Background: an optimization exercise with open tools, aiming at small area. Do not read the settings as production practice.
RTL that was checked went through simulation tests only; none was proved equivalent to the original.
No driver is modelled on the clock port, so clock power and skew are understated where the tree is cut down; a real chip needs a root buffer or a tree.
Power figures rest on the tool's default switching activity, not on a simulated workload.

==> flow/design.v (excerpt) <==
module Convolution_pipeline(
    clk,
    rst_n,
    in_valid,
    In_IFM_1,
    In_IFM_2,
    In_IFM_3,
    In_IFM_4,
    In_Weight_1,
    In_Weight_2,
    In_Weight_3,
    In_Weight_4,
    Out_OFM
    );
Size in the first run: about 51 flip-flops, ~47 I/O pins.
Settings: LEC_CHECK=0, CAP_MARGIN=0, CORE_MARGIN=2, CORE_UTILIZATION=60, GPL_TIMING_DRIVEN=0, PLACE_DENSITY=0.7, SLEW_MARGIN=0, SYNTH_HIERARCHICAL=1, SYNTH_MINIMUM_KEEP_SIZE=0; clock period 3.0 ns.
standard.sh (not shown) runs the stock make flow with config.mk's settings and CLKGATE_MAP_FILE= SYNTH_SCRIPT=/design/flow/synth_recipe.tcl, a recipe that flattens the netlist after the stock synthesis.
==> flow/flow/run.sh <==
#!/bin/bash
# The standard layout (the standard.sh), with two changes:
#  - the port buffers are buf_1 cells (the default picks a 10 um2 delay buffer)
#  - CTS inserts no dummy clock loads
export BUFFER_PORTS_ARGS="-buffer_cell sky130_fd_sc_hd__buf_1"
export CTS_ARGS="-repair_clock_nets -dont_use_dummy_load -buf_list sky130_fd_sc_hd__clkbuf_16 -root_buf sky130_fd_sc_hd__clkbuf_16"
bash standard.sh > standard.log 2>&1
Rerun with:
==> flow/flow/run.sh (replaced) <==
#!/bin/bash
# The standard layout (the standard.sh), with two changes:
#  - the port buffers are buf_1 cells (the default picks a 10 um2 delay buffer)
#  - CTS inserts no dummy clock loads
export BUFFER_PORTS_ARGS="-buffer_cell sky130_fd_sc_hd__buf_1"
export CTS_ARGS="-sink_clustering_enable -sink_clustering_size 60 -sink_clustering_max_diameter 500 -repair_clock_nets -dont_use_dummy_load -buf_list sky130_fd_sc_hd__clkbuf_16 -root_buf sky130_fd_sc_hd__clkbuf_16"
bash standard.sh > standard.log 2>&1
=> Global-route usage stays the same. Final area is unchanged. Die area stays the same. Maximum frequency stays the same.
Rerun with:
==> flow/flow/run.sh (replaced) <==
#!/bin/bash
# The standard layout (the standard.sh), with two changes:
#  - the port buffers are buf_1 cells (the default picks a 10 um2 delay buffer)
#  - CTS inserts no dummy clock loads
export BUFFER_PORTS_ARGS="-buffer_cell sky130_fd_sc_hd__buf_1"
export CTS_ARGS="-sink_clustering_enable -repair_clock_nets -dont_use_dummy_load"
bash standard.sh > standard.log 2>&1
- CAP_MARGIN: 0 -> 20
- CORE_UTILIZATION: 60 -> 70
- PLACE_DENSITY: 0.7 -> 0.8
- SLEW_MARGIN: 0 -> 20
Final area decreases by 1.5%.
Fmax decreases by 1.2%.
Clock-buffer cell count does not change.
Total power decreases by about 4%.
Wire length increases by 5.0%.
Via count increases by 0.84%.
Worst setup slack loses 0.034 ns.
Worst hold slack loses 0.013 ns.
Synthesized area does not change.
Combinational power increases by about 4%.
Register-to-register slack loses 0.02 ns.
Rerun with:
- CORE_UTILIZATION: 70 -> 60
- PLACE_DENSITY: 0.8 -> 0.7
- clock-buffer cell count does not change
- via count decreases by 0.78%
- hold slack is worse by 0.0048 ns
- total power decreases by 2.4%
- non-clock buffer count does not change
- die area came out higher by 16%
- register-to-register slack loses 0.02 ns
- routed wire length goes down by 5.5%
- setup slack gets better by 0.0034 ns
- maximum frequency barely changes
Rerun with:
- CAP_MARGIN: 20 -> 0
- GPL_ROUTABILITY_DRIVEN: not set -> 0
- SLEW_MARGIN: 20 -> 0
What happened: Die area does not change. Worst setup slack gets better by 0.010 ns. Global-route usage shrinks by 1.9 points. Clock-buffer cell count stays the same. Final area shrinks slightly. Synthesized cell count is unchanged.
Rerun with:
- GPL_ROUTABILITY_DRIVEN: 0 -> not set
Result: Worst setup slack improved by 0.030 ns; final cell count is unchanged; power stays flat; die area is unchanged; wire length came out higher by a few percent.

========
Convolution_pipeline, a different RTL version from the one above (not shown whole).
Size in the first run: roughly 3200 um2 of cells after synthesis.
// Convolution_pipeline
module Convolution_pipeline(
    clk,
    rst_n,
    in_valid,
    In_IFM_1,
    In_IFM_2,
    In_IFM_3,
    In_IFM_4,
    In_Weight_1,
    In_Weight_2,
    In_Weight_3,
    In_Weight_4,
    Out_OFM
    );
==> flow/config.mk <==
export PLATFORM = sky130hd
export DESIGN_NAME = Convolution_pipeline
export DESIGN_NICKNAME = Convolution_pipeline
export VERILOG_FILES = /design/flow/design.v
export SDC_FILE = /design/flow/constraint.sdc
export NUM_CORES = 4
export LEC_CHECK = 0
export CAP_MARGIN = 20
export CORE_MARGIN = 2
export CORE_UTILIZATION = 40
export GPL_TIMING_DRIVEN = 0
export SLEW_MARGIN = 20
export SYNTH_HIERARCHICAL = 1
export SYNTH_MINIMUM_KEEP_SIZE = 0
==> flow/constraint.sdc <==
create_clock -name core_clock -period 3.0 [get_ports {clk}]
set_input_delay 0.6000 -clock core_clock [delete_from_list [all_inputs] [get_ports {clk}]]
set_output_delay 0.6000 -clock core_clock [all_outputs]
set_load 0.01 [all_outputs]
==> flow/flow/run.sh <==
#!/bin/bash
# Standard layout, with the port buffers made of buf_1 cells.
cp standard.sh standard_copy.sh.txt
export BUFFER_PORTS_ARGS="-buffer_cell sky130_fd_sc_hd__buf_1"
bash standard.sh > standard.log 2>&1
Change:
==> flow/flow/run.sh (replaced) <==
#!/bin/bash
# Standard layout, with the port buffers made of buf_1 cells and no dummy clock loads.
export BUFFER_PORTS_ARGS="-buffer_cell sky130_fd_sc_hd__buf_1"
export CTS_ARGS="-sink_clustering_enable -repair_clock_nets -dont_use_dummy_load"
bash standard.sh > standard.log 2>&1
- CORE_UTILIZATION: 40 -> 60
- PLACE_DENSITY: default -> 0.7
Effect:
- register-to-register slack gets worse by 0.03 ns
- die area is lower by a quarter to a third
- power falls by a few percent
- sequential power barely changes
- clock skew increases by 0.0086 ns
- via count went up slightly
Change:
==> flow/flow/run.sh (replaced) <==
#!/bin/bash
# Standard layout, with the port buffers made of buf_1 cells.
cp standard.sh standard_copy.sh.txt
export BUFFER_PORTS_ARGS="-buffer_cell sky130_fd_sc_hd__buf_1"
bash standard.sh > standard.log 2>&1
- ABC_AREA: default -> 1
- CORE_UTILIZATION: 60 -> 40
- PLACE_DENSITY: 0.7 -> default
Via count came out higher by about 6.6%.
Clock power came out higher by about 13%.
Wire length came out higher by about 4%.
Power came out higher by about 10%.
Clock-buffer cell count stays the same.
Non-clock buffer count stays the same.
Cell area came out higher by 4.0%.
Worst hold slack improved by 0.0048 ns.
Change:
- ABC_AREA: 1 -> default
- GPL_TIMING_DRIVEN: 0 -> default
Worst setup slack loses 0.0075 ns. Utilization increases by 0.75 points. Final area increases slightly. Global-route usage is about the same. Cell count decreases by a few percent.
Change:
==> flow/flow/run.sh (replaced) <==
#!/bin/bash
# Standard layout, with the port buffers made of buf_1 cells and no dummy clock loads.
export BUFFER_PORTS_ARGS="-buffer_cell sky130_fd_sc_hd__buf_1"
export CTS_ARGS="-sink_clustering_enable -repair_clock_nets -dont_use_dummy_load"
bash standard.sh > standard.log 2>&1
- GPL_TIMING_DRIVEN: default -> 0
Outcome: Clock skew grows by 0.024 ns. Setup slack got worse by 0.025 ns. Power fell by 3.4%. Routed wire length goes down by 3.1%. Flip-flop and latch count stays the same. Clock power decreases by 10%. Clock-buffer cell count does not change. Sequential power hardly moves. Critical path depth does not change. Design area shrinks by 3.1%.
Change:
==> flow/flow/run.sh (replaced) <==
#!/bin/bash
# Standard layout, with the port buffers made of buf_1 cells and no dummy clock loads.
export BUFFER_PORTS_ARGS="-buffer_cell sky130_fd_sc_hd__buf_1"
export CTS_ARGS="-sink_clustering_enable -repair_clock_nets -dont_use_dummy_load -buf_list {sky130_fd_sc_hd__clkbuf_4 sky130_fd_sc_hd__clkbuf_8}"
bash standard.sh > standard.log 2>&1
Effect:
- non-clock buffer count stays the same
- worst setup slack is unchanged
- synthesized cell count is unchanged
No run of this note included a check of the RTL's function; only the layout flow was run.

========
Another version of the RTL of Convolution_pipeline (not shown whole).
For scale: roughly 210 cells after synthesis, ~47 I/O pins, roughly 3000 um^2 of cells after synthesis.
export LEC_CHECK = 0
export CAP_MARGIN = 0
export CORE_MARGIN = 2
export CORE_UTILIZATION = 60
export GPL_TIMING_DRIVEN = 0
export PLACE_DENSITY = 0.8
export SLEW_MARGIN = 0
export SYNTH_HIERARCHICAL = 1
export SYNTH_MINIMUM_KEEP_SIZE = 0
create_clock -name core_clock -period 3.0 [get_ports {clk}]
==> flow/flow/run.sh <==
#!/bin/bash
# The standard layout (the standard.sh), with these changes:
#  - the port buffers are buf_1 cells (the default picks a 10 um2 delay buffer)
#  - CTS inserts no dummy clock loads
#  - after CTS (post_cts.tcl): regroup_clock.tcl drives the clock pins from
#    three of CTS's four leaf buffers (same tree depth), and tiebuf.tcl makes
#    the buffers between tie cells and output ports buf_1, fed by one tie cell
export BUFFER_PORTS_ARGS="-buffer_cell sky130_fd_sc_hd__buf_1"
export CTS_ARGS="-sink_clustering_enable -repair_clock_nets -dont_use_dummy_load"
export POST_CTS_TCL="$PWD/flow/post_cts.tcl"
export CLOCK_LEAVES=3
export TIE_BUF_CELL=sky130_fd_sc_hd__buf_1
bash standard.sh > standard.log 2>&1
==> flow/flow/post_cts.tcl <==
# Run after CTS (POST_CTS_TCL): regroup the clock tree's leaves, then shrink
# the buffers that drive constant output ports.
set flowdir [file dirname [info script]]
source [file join $flowdir regroup_clock.tcl]
source [file join $flowdir tiebuf.tcl]
==> flow/flow/regroup_clock.tcl <==
# Rebuild the leaf level of the clock tree that CTS made: the clock pins are
# split into CLOCK_LEAVES groups by position (k-means), each driven by one of
# CTS's own leaf buffers moved to the middle of its group; the leaf buffers
# left over are removed.  No clock pin changes its depth in the tree.
proc regroup_clock {} {
set block [ord::get_db_block]
set nleaf $::env(CLOCK_LEAVES)
set root [$block findInst clkbuf_0_clk]
set rootnet [[$root findITerm X] getNet]
set leaves {}
foreach it [$rootnet getITerms] {
  set inst [$it getInst]
  if {$inst != $root && [string match "*clkbuf*" [[$inst getMaster] getName]]} { lappend leaves $inst }
}
if {[llength $leaves] <= $nleaf} {
  puts "clock regroup: [llength $leaves] leaf buffers, nothing to do"
  return
}
# clock pins and their positions
set sinks {}
foreach leaf $leaves {
  foreach it [[[$leaf findITerm X] getNet] getITerms] {
    if {[$it getInst] == $leaf} { continue }
    set bb [[$it getInst] getBBox]
    lappend sinks [list $it [expr {([$bb xMin]+[$bb xMax])/2.0}] [expr {([$bb yMin]+[$bb yMax])/2.0}]]
  }
}
puts "clock regroup: [llength $sinks] clock pins, [llength $leaves] leaf buffers -> $nleaf"
# k-means, seeded by the sinks sorted along x
set srt [lsort -real -index 1 $sinks]
set n [llength $srt]
set cx {}; set cy {}
for {set k 0} {$k < $nleaf} {incr k} {
  set s [lindex $srt [expr {int(($k+0.5)*$n/$nleaf)}]]
  lappend cx [lindex $s 1]; lappend cy [lindex $s 2]
}
for {set iter 0} {$iter < 50} {incr iter} {
  set asg {}
  foreach s $sinks {
    set best 0; set bd 1e30
    for {set k 0} {$k < $nleaf} {incr k} {
      set d [expr {abs([lindex $s 1]-[lindex $cx $k]) + abs([lindex $s 2]-[lindex $cy $k])}]
      if {$d < $bd} { set bd $d; set best $k }
    }
    lappend asg $best
  }
  # balance: cap each group at ceil(n/nleaf)+1 by moving farthest members
  set ncx {}; set ncy {}
  for {set k 0} {$k < $nleaf} {incr k} {
    set sx 0; set sy 0; set c 0
    foreach s $sinks a $asg { if {$a == $k} { set sx [expr {$sx+[lindex $s 1]}]; set sy [expr {$sy+[lindex $s 2]}]; incr c } }
    if {$c > 0} { lappend ncx [expr {$sx/$c}]; lappend ncy [expr {$sy/$c}] } else { lappend ncx [lindex $cx $k]; lappend ncy [lindex $cy $k] }
  }
  set cx $ncx; set cy $ncy
}
set counts {}
for {set k 0} {$k < $nleaf} {incr k} { set c 0; foreach a $asg { if {$a == $k} { incr c } }; lappend counts $c }
puts "clock regroup: group sizes $counts"
# drop the extra leaf buffers
foreach leaf [lrange $leaves $nleaf end] {
  set onet [[$leaf findITerm X] getNet]
  foreach it [$onet getITerms] { $it disconnect }
  [$leaf findITerm A] disconnect
  odb::dbInst_destroy $leaf
  odb::dbNet_destroy $onet
}
set leaves [lrange $leaves 0 [expr {$nleaf-1}]]
# reconnect the clock pins and move the leaf buffers
foreach s $sinks { [lindex $s 0] disconnect }
for {set k 0} {$k < $nleaf} {incr k} {
  set leaf [lindex $leaves $k]
  set onet [[$leaf findITerm X] getNet]
  foreach s $sinks a $asg { if {$a == $k} { [lindex $s 0] connect $onet } }
  set bb [$leaf getBBox]
  $leaf setLocation [expr {int([lindex $cx $k] - ([$bb xMax]-[$bb xMin])/2)}] [expr {int([lindex $cy $k])}]
  $leaf setPlacementStatus PLACED
}
if {[info exists ::env(CLOCK_ROOT_CELL)]} { replace_cell [get_cells [$root getName]] $::env(CLOCK_ROOT_CELL) }
detailed_placement
estimate_parasitics -placement
}
regroup_clock
==> flow/flow/tiebuf.tcl <==
# Buffers that only pass a tie cell's constant to an output port need no
# drive: make them TIE_BUF_CELL, and let one tie cell drive them all.
proc tie_buffers {} {
  set block [ord::get_db_block]
  set keep ""
  foreach inst [$block getInsts] {
    set m [[$inst getMaster] getName]
    if {![string match "sky130_fd_sc_hd__buf_*" $m]} { continue }
    set net [[$inst findITerm A] getNet]
    if {$net eq "NULL" || $net eq ""} { continue }
    set tie ""
    foreach it [$net getITerms] {
      set ti [$it getInst]
      if {[string match "sky130_fd_sc_hd__conb_*" [[$ti getMaster] getName]]} { set tie $ti; set tiepin [[$it getMTerm] getName] }
    }
    if {$tie eq ""} { continue }
    if {$m ne $::env(TIE_BUF_CELL)} {
      puts "tie buffer [$inst getName]: $m -> $::env(TIE_BUF_CELL)"
      replace_cell [get_cells [$inst getName]] $::env(TIE_BUF_CELL)
    }
    # one tie cell for all: move this buffer to the first tie cell's net
    if {$keep eq ""} {
      if {[llength [$net getITerms]] == 2} { set keep [list $tie $tiepin $net] }
      continue
    }
    if {[lindex $keep 1] ne $tiepin || [llength [$net getITerms]] != 2} { continue }
    [$inst findITerm A] disconnect
    [$inst findITerm A] connect [lindex $keep 2]
    foreach it [$tie getITerms] { if {[$it getNet] ne "NULL" && [$it getNet] ne ""} { $it disconnect } }
    puts "tie cell [$tie getName] removed: [$inst getName] now driven by [[lindex $keep 0] getName]"
    odb::dbInst_destroy $tie
    odb::dbNet_destroy $net
  }
}
tie_buffers
The baseline produced a clean layout.
Next try:
==> flow/flow/run.sh (replaced) <==
#!/bin/bash
# The standard layout (the standard.sh), with three changes:
#  - the port buffers are buf_1 cells (the default picks a 10 um2 delay buffer)
#  - CTS inserts no dummy clock loads
#  - after CTS, regroup_clock.tcl drives the clock pins from three of CTS's
#    four leaf buffers instead of four (same tree depth)
export BUFFER_PORTS_ARGS="-buffer_cell sky130_fd_sc_hd__buf_1"
export CTS_ARGS="-sink_clustering_enable -repair_clock_nets -dont_use_dummy_load"
export POST_CTS_TCL="$PWD/flow/regroup_clock.tcl"
export CLOCK_LEAVES=3
bash standard.sh > standard.log 2>&1
--- a/flow/flow/regroup_clock.tcl
+++ b/flow/flow/regroup_clock.tcl
@@ -4,3 +4,2 @@
 # left over are removed.  No clock pin changes its depth in the tree.
-proc regroup_clock {} {
 set block [ord::get_db_block]
@@ -80,3 +79 @@
 estimate_parasitics -placement
-}
-regroup_clock
- PLACE_DENSITY: 0.8 -> 0.7
removed: flow/flow/post_cts.tcl
removed: flow/flow/tiebuf.tcl
After rerunning: Power decreases by 1.3%; clock power came out higher by about 3%; routed wire length came out lower by 5.7%.
Next try:
==> flow/flow/run.sh (replaced) <==
#!/bin/bash
# The standard layout (the standard.sh), with these changes:
#  - the port buffers are buf_1 cells (the default picks a 10 um2 delay buffer)
#  - CTS inserts no dummy clock loads
#  - after CTS (post_cts.tcl): regroup_clock.tcl drives the clock pins from
#    three of CTS's four leaf buffers (same tree depth), and tiebuf.tcl makes
#    the buffers between tie cells and output ports buf_1
export BUFFER_PORTS_ARGS="-buffer_cell sky130_fd_sc_hd__buf_1"
export CTS_ARGS="-sink_clustering_enable -repair_clock_nets -dont_use_dummy_load"
export POST_CTS_TCL="$PWD/flow/post_cts.tcl"
export CLOCK_LEAVES=3
export TIE_BUF_CELL=sky130_fd_sc_hd__buf_1
bash standard.sh > standard.log 2>&1
==> flow/flow/post_cts.tcl (new file) <==
# Run after CTS (POST_CTS_TCL): regroup the clock tree's leaves, then shrink
# the buffers that drive constant output ports.
set flowdir [file dirname [info script]]
source [file join $flowdir regroup_clock.tcl]
source [file join $flowdir tiebuf.tcl]
--- a/flow/flow/regroup_clock.tcl
+++ b/flow/flow/regroup_clock.tcl
@@ -4,2 +4,3 @@
 # left over are removed.  No clock pin changes its depth in the tree.
+proc regroup_clock {} {
 set block [ord::get_db_block]
@@ -79 +80,3 @@
 estimate_parasitics -placement
+}
+regroup_clock
==> flow/flow/tiebuf.tcl (new file) <==
# Buffers that only pass a tie cell's constant to an output port need no
# drive: make them TIE_BUF_CELL.
set block [ord::get_db_block]
foreach inst [$block getInsts] {
  set m [[$inst getMaster] getName]
  if {![string match "sky130_fd_sc_hd__buf_*" $m]} { continue }
  set a [$inst findITerm A]
  if {$a eq "NULL" || $a eq ""} { continue }
  set net [$a getNet]
  if {$net eq "NULL" || $net eq ""} { continue }
  set tie 0
  foreach it [$net getITerms] {
    if {[string match "sky130_fd_sc_hd__conb_*" [[[$it getInst] getMaster] getName]]} { set tie 1 }
  }
  if {$tie && $m ne $::env(TIE_BUF_CELL)} {
    puts "tie buffer [$inst getName]: $m -> $::env(TIE_BUF_CELL)"
    replace_cell [get_cells [$inst getName]] $::env(TIE_BUF_CELL)
  }
}
- CORE_UTILIZATION: 60 -> 50
- PLACE_DENSITY: 0.7 -> 0.6
Result: Final cell count increases by 2.5%. Global-route usage is lower by 2.9 points. Synthesized area stays the same. Utilization goes down by 13 points.
Next try:
- CORE_UTILIZATION: 50 -> 60
- PLACE_DENSITY: 0.6 -> 0.7
Clock-buffer cell count stays the same.
Design area fell by 0.71%.
Sequential share of layout area rose by 0.31 points.
Worst setup slack loses 0.021 ns.
Wire length fell by 0.90%.
Area after synthesis stays the same.
Non-clock buffer count does not change.

-- what the ideal ports hide --
In the flow no input, the clock included, has a driving cell. The finished layouts below were timed again as built, in two steps.
Step 1, drivers: a clkbuf_16 drives clk and a buf_2 each remaining input, both assumed.
Step 2 also shifts input and output timing later by t, the mid clock arrival at the registers, as if the neighbouring blocks saw the same clock.
Three values: ideal, step 1, step 2; two values: the first two.
run	t (ns)	setup WS [ns]	worst setup path after step 2	worst slew at a driven data input, ns
the first run of note 1	0.309	0.202 / 0.205 / -0.104	input to register	0.03
the second run of note 1	0.309	0.202 / 0.205 / -0.104	input to register	0.03
the third run of note 1	0.316	0.169 / 0.171 / -0.145	input to register	0.03
the fourth run of note 1	0.317	0.172 / 0.176 / -0.141	input to register	0.03
the fifth run of note 1	0.309	0.182 / 0.179 / -0.130	input to register	0.04
the sixth run of note 1	0.317	0.213 / 0.209 / -0.107	input to register	0.03
the first run of note 2	0.322	0.181 / 0.181 / -0.135	input to register	0.03
the second run of note 2	0.318	0.152 / 0.152 / -0.102	input to register	0.04
the third run of note 2	0.323	0.191 / 0.198 / -0.124	input to register	0.04
the fourth run of note 2	0.323	0.184 / 0.184 / -0.133	input to register	0.03
the fifth run of note 2	0.314	0.159 / 0.165 / -0.149	input to register	0.03
the sixth run of note 2	0.314	0.159 / 0.165 / -0.149	input to register	0.03
the first run of note 3	0.310	0.060 / 0.066 / -0.245	input to register	0.03
the second run of note 3	0.322	0.043 / 0.046 / -0.276	input to register	0.03
the third run of note 3	0.312	0.064 / 0.068 / -0.244	input to register	0.04
the fourth run of note 3	0.321	0.043 / 0.046 / -0.275	input to register	0.03
Met with ideal ports but missed after step 2: setup timing in every run listed. The setup slack of the sixth run of note 1, which loses most, moves by -0.004 ns with the drivers and by -0.320 ns with both steps.
